Context: an optimization exercise on an open-source flow, tuned for small area, a short achievable clock period and few clock cycles per item. The choices shown serve that exercise and are no tape-out recipe.
At most, simulation tests tie the RTL to the original design; equivalence was not proved.
Power figures rest on the tool's default switching activity, not on a simulated workload.

// cnn_topCore
module cnn_topCore (
    clk             ,
    reset_n         ,
    i_soft_reset    ,
    i_in_valid      ,
    i_in_kind       ,
    i_in_data       ,
    o_in_ready      ,
    o_ot_valid      ,
    o_ot_data       ,
    i_ot_ready
    );
For scale: roughly 12000 cells after synthesis, ~72 I/O pins, roughly 0.14 mm2 of cells after synthesis.
export LEC_CHECK = 0
export CAP_MARGIN = 20
export CORE_MARGIN = 2
export CORE_UTILIZATION = 40
export SLEW_MARGIN = 20
export SYNTH_HIERARCHICAL = 1
export SYNTH_MINIMUM_KEEP_SIZE = 0
create_clock -name core_clock -period 10.0 [get_ports {clk}]
standard.sh (not shown) runs the stock make flow with config.mk's settings and CLKGATE_MAP_FILE= SYNTH_SCRIPT=/design/flow/synth_recipe.tcl, a recipe that flattens the netlist after the stock synthesis.
==> flow/flow/run.sh <==
#!/bin/bash
set -o pipefail
cp standard.sh standard_sh.txt
export SETUP_SLACK_MARGIN=${MARGIN:-6.4}
bash standard.sh > standard.log 2>&1
The starting point produced a clean layout.
Testbench counts at the start, summed over its fixed seeds: cycles 3,416, images 128.
==> next run, changes <==
==> flow/flow/run.sh (replaced) <==
#!/bin/bash
set -o pipefail
cp standard.sh standard_sh.txt
export SETUP_SLACK_MARGIN=${MARGIN:-6.7}
bash standard.sh > standard.log 2>&1
Worst setup slack gets better by 0.059 ns.
Total power is higher by 8.3%.
Design area is higher by 8.6%.
Wire length is higher by 18%.
Core utilization is higher by 3.9 points.
Clock-buffer cell count is higher by 8.
==> next run, changes <==
==> flow/flow/run.sh (replaced) <==
#!/bin/bash
set -o pipefail
cp standard.sh standard_sh.txt
export SETUP_SLACK_MARGIN=${MARGIN:-6.2}
bash standard.sh > standard.log 2>&1
Outcome: Via count falls by 8.4%; cell count is lower by 4.4%; register-to-register slack gets worse by 0.17 ns; hold slack gains 0.0098 ns; worst setup slack got worse by 0.17 ns; count of clock-buffer cells in the layout falls by 14; first-iteration DRC count decreases by 20%; total power fell by 10%; flip-flop and latch count stays the same; die area does not change.
==> next run, changes <==
==> flow/flow/run.sh (replaced) <==
#!/bin/bash
set -o pipefail
cp standard.sh standard_sh.txt
export SETUP_SLACK_MARGIN=${MARGIN:-6.3}
bash standard.sh > standard.log 2>&1
=>
- The changed run produced a clean layout
- non-clock buffer count increases by 27
- count of clock-buffer cells in the layout increases by 23
- power hardly moves

---

Starting RTL as in the previous note.
Settings: LEC_CHECK=0, CAP_MARGIN=20, CORE_MARGIN=2, CORE_UTILIZATION=40, SLEW_MARGIN=20, SYNTH_HIERARCHICAL=1, SYNTH_MINIMUM_KEEP_SIZE=0; clock period 10.0 ns.
==> flow/flow/run.sh <==
#!/bin/bash
set -o pipefail
cp standard.sh standard_sh.txt
export SETUP_SLACK_MARGIN=${MARGIN:-6.0}
bash standard.sh > standard.log 2>&1
Testbench counts at the start, summed over its fixed seeds: cycles 3,416, images 128.
Rerun with:
==> flow/flow/run.sh (replaced) <==
#!/bin/bash
set -o pipefail
cp standard.sh standard_sh.txt
export SETUP_SLACK_MARGIN=${MARGIN:-6.5}
bash standard.sh > standard.log 2>&1
Effect: Core utilization rose by 2.2 points; setup slack gains 0.41 ns; critical path depth fell by 2; hold slack loses 0.021 ns; maximum frequency rose by 12%; flip-flop and latch count does not change; global-route usage rose by 0.76 points; total power rose by 4.7%.

---

## alpha
Another version of the RTL of cnn_topCore (not shown whole).
make LEC_CHECK=0 CAP_MARGIN=20 CORE_MARGIN=2 CORE_UTILIZATION=40 SETUP_SLACK_MARGIN=5 SLEW_MARGIN=20 SYNTH_HIERARCHICAL=1 SYNTH_MINIMUM_KEEP_SIZE=0 finish   # period 10.0 ns
run.sh (not shown) runs the stock make flow with config.mk's settings and CLKGATE_MAP_FILE= SYNTH_SCRIPT=/design/flow/synth_recipe.tcl, a recipe that flattens the netlist after the stock synthesis.
Stock flow here: none of the scripts above is used.
diff inputs: alpha => beta
- SETUP_SLACK_MARGIN: 5 -> unset
==> flow/flow/run.sh (new file) <==
#!/bin/bash
set -o pipefail
cp standard.sh standard_sh.txt
export SETUP_SLACK_MARGIN=${MARGIN:-6.5}
bash standard.sh > standard.log 2>&1
==> flow/standard.sh (new file) <==
#!/bin/bash
# synth_recipe.tcl (not shown) runs the flow's synth.tcl, then flattens the netlist and writes it again
# the make line also repeats each setting of config.mk as NAME=value (left out here)
make -C /OpenROAD-flow-scripts/flow DESIGN_CONFIG=/design/flow/config.mk WORK_HOME=/design/flow/orfs CLKGATE_MAP_FILE= SYNTH_SCRIPT=/design/flow/synth_recipe.tcl "${@:-finish}"
removed: flow/run.sh
Findings:
The run showing the smaller cell count is alpha. Run comparison: alpha startpoint-to-endpoint class of the critical path flop to flop; beta startpoint-to-endpoint class of the critical path flop to output port. From alpha to beta the numbers moved as follows: layout cell share with drive strength beyond 1 rose by 12 points; worst hold slack across all endpoints down 0.042 ns; total power of the final layout shows an increase of 6.3 mW. Diff alpha -> beta | power in combinational cells | increase of 39%. Changes observed in beta relative to alpha: number of setup buffers added after CTS grew by 485; sequential share of layout area shrank by 3.6 points; all-layer global routing usage grew by 3.9 points; cell count after placement held steady; first-pass GRT wire length grew by about 13%. Of beta and alpha, the run reporting the lower worst setup slack was alpha.
Function was not checked in any run of this note: the RTL went through the layout flow alone.

---

== 11-10 ==
cnn_topCore, a different RTL version from the one above (not shown whole).
For scale: roughly 2400 flip-flops, roughly 72 I/O pins, about 140000 µm² of cells after synthesis.
Settings: LEC_CHECK=0, CAP_MARGIN=20, CORE_MARGIN=2, CORE_UTILIZATION=40, SLEW_MARGIN=20, SYNTH_HIERARCHICAL=1, SYNTH_MINIMUM_KEEP_SIZE=0; clock period 10.0 ns.
standard.sh (not shown) runs the stock make flow with config.mk's settings and CLKGATE_MAP_FILE= SYNTH_SCRIPT=/design/flow/synth_recipe.tcl, a recipe that flattens the netlist after the stock synthesis.
==> flow/flow/run.sh <==
#!/bin/bash
set -o pipefail
cp standard.sh standard_sh.txt
export SETUP_SLACK_MARGIN=${MARGIN:-6.5}
bash standard.sh > standard.log 2>&1
Testbench counts of 11-10, summed over its fixed seeds: cycles 3,416, images 128.
#### Input delta (01-21 over 11-10)
==> flow/flow/run.sh <==
#!/bin/bash
set -o pipefail
cp standard.sh standard_sh.txt
export SETUP_SLACK_MARGIN=${MARGIN:-6.2}
bash standard.sh > standard.log 2>&1
[summary]
Changes observed in 01-21 relative to 11-10: final instance area fell by about 5%; total power now sits lower; cell count decreased 1.5%; met1 layer usage reported by global route roughly the same. Compared with 11-10, 01-21 shows a higher sequential share of layout area. From 11-10 to 01-21, synthesized cell count did not move at all. A capture point of the worst path of u11.o_a0[20] is what 01-21 shows, while o_ot_data[25] belongs to 11-10. Routed wire in 01-21 totals less than in 11-10.

## re-timing with driven ports
Ports are ideal in the flow. The routed layouts listed here were re-timed in OpenROAD.
Step 1, drivers: a clkbuf_16 drives clk and a buf_2 each remaining input, both assumed.
Step 2 times the ports against the registers' clock, not the clock port: input delays grow and output delays shrink by t, the midpoint of the rising clock arrivals with the driver on.
Slacks: no drivers / after step 1 / after step 2; pairs: no drivers / after step 1.
run | t, ns | slack for setup (ns) | hold slack, ns | worst slew at a driven data input, ns
the first run of note 1 | 1.018 | 6.356 / 6.354 / 5.729 | 0.395 / 0.395 / 0.395 | 0.54
the second run of note 1 | 1.024 | 6.415 / 6.371 / 5.859 | 0.389 / 0.389 / 0.389 | 0.50
the third run of note 1 | 1.008 | 6.245 / 6.160 / 5.515 | 0.398 / 0.398 / 0.398 | 0.54
the fourth run of note 1 | 1.008 | 6.320 / 6.255 / 5.687 | 0.397 / 0.397 / 0.397 | 0.54
the first run of note 2 | 1.003 | 6.020 / 6.020 / 5.426 | 0.399 / 0.399 / 0.399 | 0.56
the second run of note 2 | 1.044 | 6.435 / 6.378 / 5.730 | 0.378 / 0.378 / 0.378 | 0.23
alpha | 0.954 | 5.204 / 5.204 / 5.204 | 0.383 / 0.383 / 0.383 | 0.04
beta | 1.002 | 6.087 / 5.994 / 5.661 | 0.341 / 0.341 / 0.341 | 0.05
11-10 | 1.038 | 6.213 / 6.101 / 5.616 | 0.385 / 0.385 / 0.385 | 0.19
01-21 | 1.033 | 6.178 / 6.178 / 5.544 | 0.392 / 0.392 / 0.392 | 0.12
After both steps setup and hold are still met in every run listed. For the third run of note 1, which loses most, drivers alone change the setup slack by -0.085 ns; drivers and shift together by -0.730 ns.
